Background: an optimization exercise with open tools, aiming at small area. Do not read the settings as production practice.
In this exercise RTL edits were held to simulation tests only and were not proved equivalent to the original.
Power figures rest on the tool's default switching activity, not on a simulated workload.

==> flow/design.v <==
module Fiveto32Decoder(Select, Enable, Out);
input [4:0] Select;
input Enable;
output [31:0] Out;
genvar i;
generate
  for (i = 0; i < 32; i = i + 1) begin : g
    assign Out[i] = Enable & (Select == i);
  end
endgenerate
endmodule
module Fiveto32DecoderMasked(Select, Enable, Out);
input [4:0] Select;
input [31:0] Enable;
output [31:0] Out;
genvar i;
generate
  for (i = 0; i < 32; i = i + 1) begin : g
    assign Out[i] = Enable[i] & (Select == i);
  end
endgenerate
endmodule
module HoldMux (Din, Q, Load, LoadN, D);
input Din, Q, Load, LoadN;
output D;
assign D = (Load & Din) | (LoadN & Q);
endmodule
module Register32bit (Din, Dout, Load, LoadN, clk);
input [31:0] Din;
output reg [31:0] Dout;
input Load, LoadN, clk;
wire [31:0] D;
genvar i;
generate
  for (i = 0; i < 32; i = i + 1) begin : b
    HoldMux m (Din[i], Dout[i], Load, LoadN, D[i]);
  end
endgenerate
always @(posedge clk)
  Dout <= D;
endmodule
module AOI222 (A0, S0, A1, S1, A2, S2, Y);
input A0, S0, A1, S1, A2, S2;
output Y;
assign Y = ~((A0 & S0) | (A1 & S1) | (A2 & S2));
endmodule
module MuxBit (In, Sel, T10, Out);
input [29:0] In;
input [29:0] Sel;
input T10;
output Out;
wire [10:0] t;
genvar k;
generate
  for (k = 0; k < 10; k = k + 1) begin : g
    AOI222 a (In[3*k], Sel[3*k], In[3*k+1], Sel[3*k+1], In[3*k+2], Sel[3*k+2], t[k]);
  end
endgenerate
assign t[10] = T10;
assign Out = ~&t;
endmodule
module Mux32to1 (Regs, Sel, Regout);
input [1023:0] Regs;
input [31:0] Sel;
output [31:0] Regout;
genvar i, j;
generate
  for (i = 0; i < 32; i = i + 1) begin : b
    wire [31:0] col;
    for (j = 0; j < 32; j = j + 1) begin : r
      assign col[j] = Regs[32*j + i];
    end
    MuxBit m (col[29:0], Sel[29:0], ~((col[30] & Sel[30]) | (col[31] & Sel[31])), Regout[i]);
  end
endgenerate
endmodule
module RegisterFile32Bits(DataIn,DataA,DataB,RdAddress1,RdAddress2,WrtAddress,clk,Reset,Wenable);
input[31:0]DataIn;
input clk,Reset,Wenable;
input [4:0]RdAddress1,RdAddress2,WrtAddress;
output [31:0]DataA,DataB;
wire [31:0] Load;
wire [31:0] SelA, SelB;
wire [1023:0] Dout;
reg [31:0] Valid;
Fiveto32Decoder uwr (WrtAddress, Wenable, Load);
always @(posedge clk or posedge Reset)
  if (Reset)
    Valid <= 32'b0;
  else
    Valid <= Valid | Load;
genvar i;
generate
  for (i = 0; i < 32; i = i + 1) begin : r
    Register32bit u (DataIn, Dout[32*i +: 32], Load[i], ~Load[i], clk);
  end
endgenerate
Fiveto32DecoderMasked urd1 (RdAddress1, Valid, SelA);
Fiveto32DecoderMasked urd2 (RdAddress2, Valid, SelB);
Mux32to1 um1 (Dout, SelA, DataA);
Mux32to1 um2 (Dout, SelB, DataB);
endmodule
Settings: LEC_CHECK=0, CAP_MARGIN=0, CORE_MARGIN=2, CORE_UTILIZATION=50, CTS_BUF_LIST=sky130_fd_sc_hd__clkbuf_16, CTS_CLUSTER_DIAMETER=100, CTS_CLUSTER_SIZE=24, SLEW_MARGIN=0, SYNTH_HIERARCHICAL=1, SYNTH_MINIMUM_KEEP_SIZE=0; clock period 7.0 ns.
standard.sh (not shown) runs the stock make flow with config.mk's settings and CLKGATE_MAP_FILE= SYNTH_SCRIPT=/design/flow/synth_recipe.tcl, a recipe that flattens the netlist after the stock synthesis.
==> flow/flow/run.sh <==
#!/bin/bash
# The standard layout (the standard.sh), with two changes:
# - port buffers are the smallest buffer instead of the resizer's default choice;
# - clock tree synthesis inserts no dummy loads (registers only feed themselves
#   and the outputs, so there is no register-to-register skew to balance).
set -euo pipefail
CTS="-sink_clustering_enable -repair_clock_nets -dont_use_dummy_load"
CTS="$CTS -sink_clustering_size 24 -sink_clustering_max_diameter 100"
CTS="$CTS -buf_list sky130_fd_sc_hd__clkbuf_16"
bash standard.sh \
  "BUFFER_PORTS_ARGS=-buffer_cell sky130_fd_sc_hd__buf_1" \
  "CTS_ARGS=$CTS" \
  finish > standard.log 2>&1
The first run finished with timing, DRC and antenna clean.
Edit:
--- a/flow/flow/run.sh
+++ b/flow/flow/run.sh
@@ -6,5 +6,5 @@
 set -euo pipefail
 CTS="-sink_clustering_enable -repair_clock_nets -dont_use_dummy_load"
-CTS="$CTS -sink_clustering_size 24 -sink_clustering_max_diameter 100"
+CTS="$CTS -sink_clustering_size 28 -sink_clustering_max_diameter 100"
 CTS="$CTS -buf_list sky130_fd_sc_hd__clkbuf_16"
 bash standard.sh \
CTS_CLUSTER_SIZE = 28   (was 24)
After rerunning: Synthesized area is unchanged. Worst hold slack stays flat. Worst setup slack is worse by 44 ps. Wire length barely changes. Power is lower by 1.4%. Global-route usage barely changes.

afterwards: timing with drivers on the ports:
Ports are ideal in the flow. The routed layouts listed here were re-timed in OpenROAD. Step 1: set_driving_cell puts a clkbuf_16 on clk and a buf_2 on each other input, an assumption about the parent block. Step 2 also shifts input and output timing later by t, the mid clock arrival at the registers, as if the neighbouring blocks saw the same clock. a / b / c = ideal / step 1 / step 2; a / b = the first two.
| run | t, ns | slack for setup (ns) | clock arrival spread, ns | slew at the worst register clock pin (ns) | cell pins on the clock port's net |
|---|---|---|---|---|---|
| the first run | 0.719 | 1.026 / 0.894 / 0.894 | 0.046 / 0.046 | 0.10 / 0.10 | 1 |
| the second run | 0.704 | 0.981 / 0.845 / 0.845 | 0.053 / 0.052 | 0.11 / 0.11 | 1 |
After both steps every run listed still meets setup and hold. For the second run, which loses most, drivers alone change the setup slack by -0.136 ns; drivers and shift together by -0.136 ns.
